What follows belongs to an exercise in optimizing a design on an open flow for small area; a production flow would make more cautious choices. The RTL was checked by simulation tests, not by an equivalence proof against the original design.

v39:
// SystolicArray
module SystolicArray(
  input         clock,
  input  [15:0] io_inAct_0,
  input  [15:0] io_inAct_1,
  input  [15:0] io_inAct_2,
  input  [15:0] io_inAct_3,
  input  [15:0] io_inWeight_0,
  input  [15:0] io_inWeight_1,
  input  [15:0] io_inWeight_2,
  input  [15:0] io_inWeight_3,
  output [39:0] io_outSum_0,
  output [39:0] io_outSum_1,
  output [39:0] io_outSum_2,
  output [39:0] io_outSum_3,
  input         io_inwtValid
);
clock: 10.0 ns
lec_check: 0
cap_margin: 20
core_margin: 2
core_utilization: 60
cts_buf_list: sky130_fd_sc_hd__clkbuf_4
cts_cluster_size: 16
place_density: 0.7
slew_margin: 20
synth_hierarchical: 1
synth_minimum_keep_size: 0
run.sh (not shown) runs the stock make flow with config.mk's settings and CLKGATE_MAP_FILE= SYNTH_SCRIPT=/design/flow/synth_recipe.tcl, a recipe that flattens the netlist after the stock synthesis.
v39 ended with every stage complete and zero timing, DRC or antenna violations.
--- input diff v39..v21 ---
-- flow/config.mk --
<<< v39, line 11
export CTS_BUF_LIST = sky130_fd_sc_hd__clkbuf_4
export CTS_CLUSTER_SIZE = 16
>>> v21, line 11
export CTS_BUF_LIST = sky130_fd_sc_hd__clkbuf_16
export CTS_CLUSTER_DIAMETER = 100
export CTS_CLUSTER_SIZE = 30
Results
Synthesis-to-layout area growth: v39 and v21 compared, higher one is v39
Comparing global-route wire length before repair for v39 and v21, the bigger number came from v39.
Re clock period minus final worst setup slack: v39 was higher than v21.
On number of clock buffers in the layout: between v39 and v21, it ends up higher for v39.
From v39 to v21 the numbers moved as follows: final worst-path setup slack picked up an extra 0.085 ns, sequential share of layout area picked up an extra 0.19 points.
The number of global-route vias before repair number comes out higher for v39 vs v21.
Inputs modified between v21 and v52:
==> flow/flow/run.sh (new file) <==
#!/bin/bash
set -euo pipefail
bash standard.sh "BUFFER_PORTS_ARGS=-buffer_cell sky130_fd_sc_hd__buf_1" finish > standard_make.log 2>&1
==> flow/standard.sh (new file) <==
#!/bin/bash
# synth_recipe.tcl (not shown) runs the flow's synth.tcl, then flattens the netlist and writes it again
# the make line also repeats each setting of config.mk as NAME=value (left out here)
make -C /OpenROAD-flow-scripts/flow DESIGN_CONFIG=/design/flow/config.mk WORK_HOME=/design/flow/orfs CLKGATE_MAP_FILE= SYNTH_SCRIPT=/design/flow/synth_recipe.tcl "${@:-finish}"
removed: flow/run.sh
[summary]
v52 against v21: post-synthesis compound-gate area fraction was more or less identical; hold slack rose by 0.0072 ns; cell area after synthesis essentially unchanged; cell depth of the worst setup path lower.
The inputs of v33 differ from those of v52 as listed below.
==> flow/run.sh (new file) <==
#!/bin/bash
# synth_recipe.tcl (not shown) runs the flow's synth.tcl, then flattens the netlist and writes it again
# the make line also repeats each setting of config.mk as NAME=value (left out here)
make -C /OpenROAD-flow-scripts/flow DESIGN_CONFIG=/design/flow/config.mk WORK_HOME=/design/flow/orfs CLKGATE_MAP_FILE= SYNTH_SCRIPT=/design/flow/synth_recipe.tcl finish
-- flow/config.mk --
<<< v52, line 8
export CAP_MARGIN = 20
>>> v33, line 8
export CAP_MARGIN = 10
<<< v52, line 11
export CTS_BUF_LIST = sky130_fd_sc_hd__clkbuf_16
export CTS_CLUSTER_DIAMETER = 100
export CTS_CLUSTER_SIZE = 30
>>> v33, line 11
export CTS_BUF_LIST = sky130_fd_sc_hd__clkbuf_4 sky130_fd_sc_hd__clkbuf_8
export CTS_CLUSTER_SIZE = 24
<<< v52, line 15
export SLEW_MARGIN = 20
>>> v33, line 14
export SLEW_MARGIN = 10
removed: flow/flow/run.sh
removed: flow/standard.sh
==> results.txt <==
Against v52, starting DRC count in detailed routing in v33 came out better. For the non-clock buffer count, v33 came in 9 lower than v52 did. Slack of the critical path (lower): v33. The final HPWL from detailed placement was comparable across v52 and v33. Summary of v33 over v52: met2 layer usage reported by global route grew by 0.93 points; sequential cell area share shrank by 0.48 points; number of distinct library cells after synthesis held steady; count of clock-buffer cells in the layout grew by about 330%. Changes observed in v33 relative to v52: total CTS buffers now sits higher.
[inputs] v8 vs v33
==> flow/flow/run.sh (new file) <==
#!/bin/bash
set -euo pipefail
CTS="-sink_clustering_enable -repair_clock_nets -sink_clustering_size 30 -sink_clustering_max_diameter 100"
CTS="$CTS -buf_list sky130_fd_sc_hd__clkbuf_16 -dont_use_dummy_load"
bash standard.sh "BUFFER_PORTS_ARGS=-buffer_cell sky130_fd_sc_hd__buf_1" "CTS_ARGS=$CTS" finish > standard_make.log 2>&1
==> flow/standard.sh (new file) <==
#!/bin/bash
# synth_recipe.tcl (not shown) runs the flow's synth.tcl, then flattens the netlist and writes it again
# the make line also repeats each setting of config.mk as NAME=value (left out here)
make -C /OpenROAD-flow-scripts/flow DESIGN_CONFIG=/design/flow/config.mk WORK_HOME=/design/flow/orfs CLKGATE_MAP_FILE= SYNTH_SCRIPT=/design/flow/synth_recipe.tcl "${@:-finish}"
-- flow/config.mk --
<<< v33, line 8
export CAP_MARGIN = 10
>>> v8, line 8
export CAP_MARGIN = 20
<<< v33, line 11
export CTS_BUF_LIST = sky130_fd_sc_hd__clkbuf_4 sky130_fd_sc_hd__clkbuf_8
export CTS_CLUSTER_SIZE = 24
>>> v8, line 11
export CTS_BUF_LIST = sky130_fd_sc_hd__clkbuf_16
export CTS_CLUSTER_DIAMETER = 100
export CTS_CLUSTER_SIZE = 30
<<< v33, line 14
export SLEW_MARGIN = 10
>>> v8, line 15
export SLEW_MARGIN = 20
removed: flow/run.sh
Notes after the runs:
v8 finished every step from synthesis to the final layout, and the layout passed the timing, DRC and antenna checks. v8 vs. v33: post-detailed-route via-to-cell ratio increased by about 1.1% relative to the old numbers; layout-stage area growth over the synthesis result fell by 3.6 points; met2 track utilization from global routing decreased 0.94 points. Summary: with v33 as the reference, number of clock buffers in the layout in v8 moved down by more than half. From v8 to v33, sequential cell count did not move at all.

-- re-timing with driven ports --
In the flow no input, the clock included, has a driving cell. The finished layouts below were timed again as built, in two steps.
Step 1: set_driving_cell puts a clkbuf_16 on clock and a buf_2 on each other input, an assumption about the parent block.
Step 2 adds t to the input delays and takes it off the output delays; t is the mean of the earliest and latest rising clock arrival at the registers after step 1. Input paths then give back, and output paths get back, about the clock's delay inside the block.
Three values: ideal ports, drivers, drivers and shift; two values: the first two.
run | shift t [ns] | setup slack, ns | hold WS [ns] | latest minus earliest clock arrival (ns) | slew at the worst register clock pin (ns)
v39 | 1.416 | 1.762 / 1.762 / 1.623 | 0.468 / 0.468 / 0.468 | 0.152 / 0.152 | 0.10 / 0.10
v21 | 0.879 | 1.848 / 1.848 / 1.620 | 0.551 / 0.551 / 0.551 | 0.089 / 0.090 | 0.12 / 0.12
v52 | 0.871 | 1.850 / 1.850 / 1.850 | 0.558 / 0.558 / 0.558 | 0.058 / 0.059 | 0.12 / 0.12
v33 | 1.043 | 1.824 / 1.824 / 1.637 | 0.538 / 0.538 / 0.538 | 0.086 / 0.086 | 0.08 / 0.08
v8 | 0.838 | 1.847 / 1.847 / 1.847 | 0.511 / 0.511 / 0.511 | 0.091 / 0.092 | 0.11 / 0.11
After both steps every run listed still meets setup and hold. For v21, which loses most, drivers alone change the setup slack by 0.000 ns; drivers and shift together by -0.228 ns.
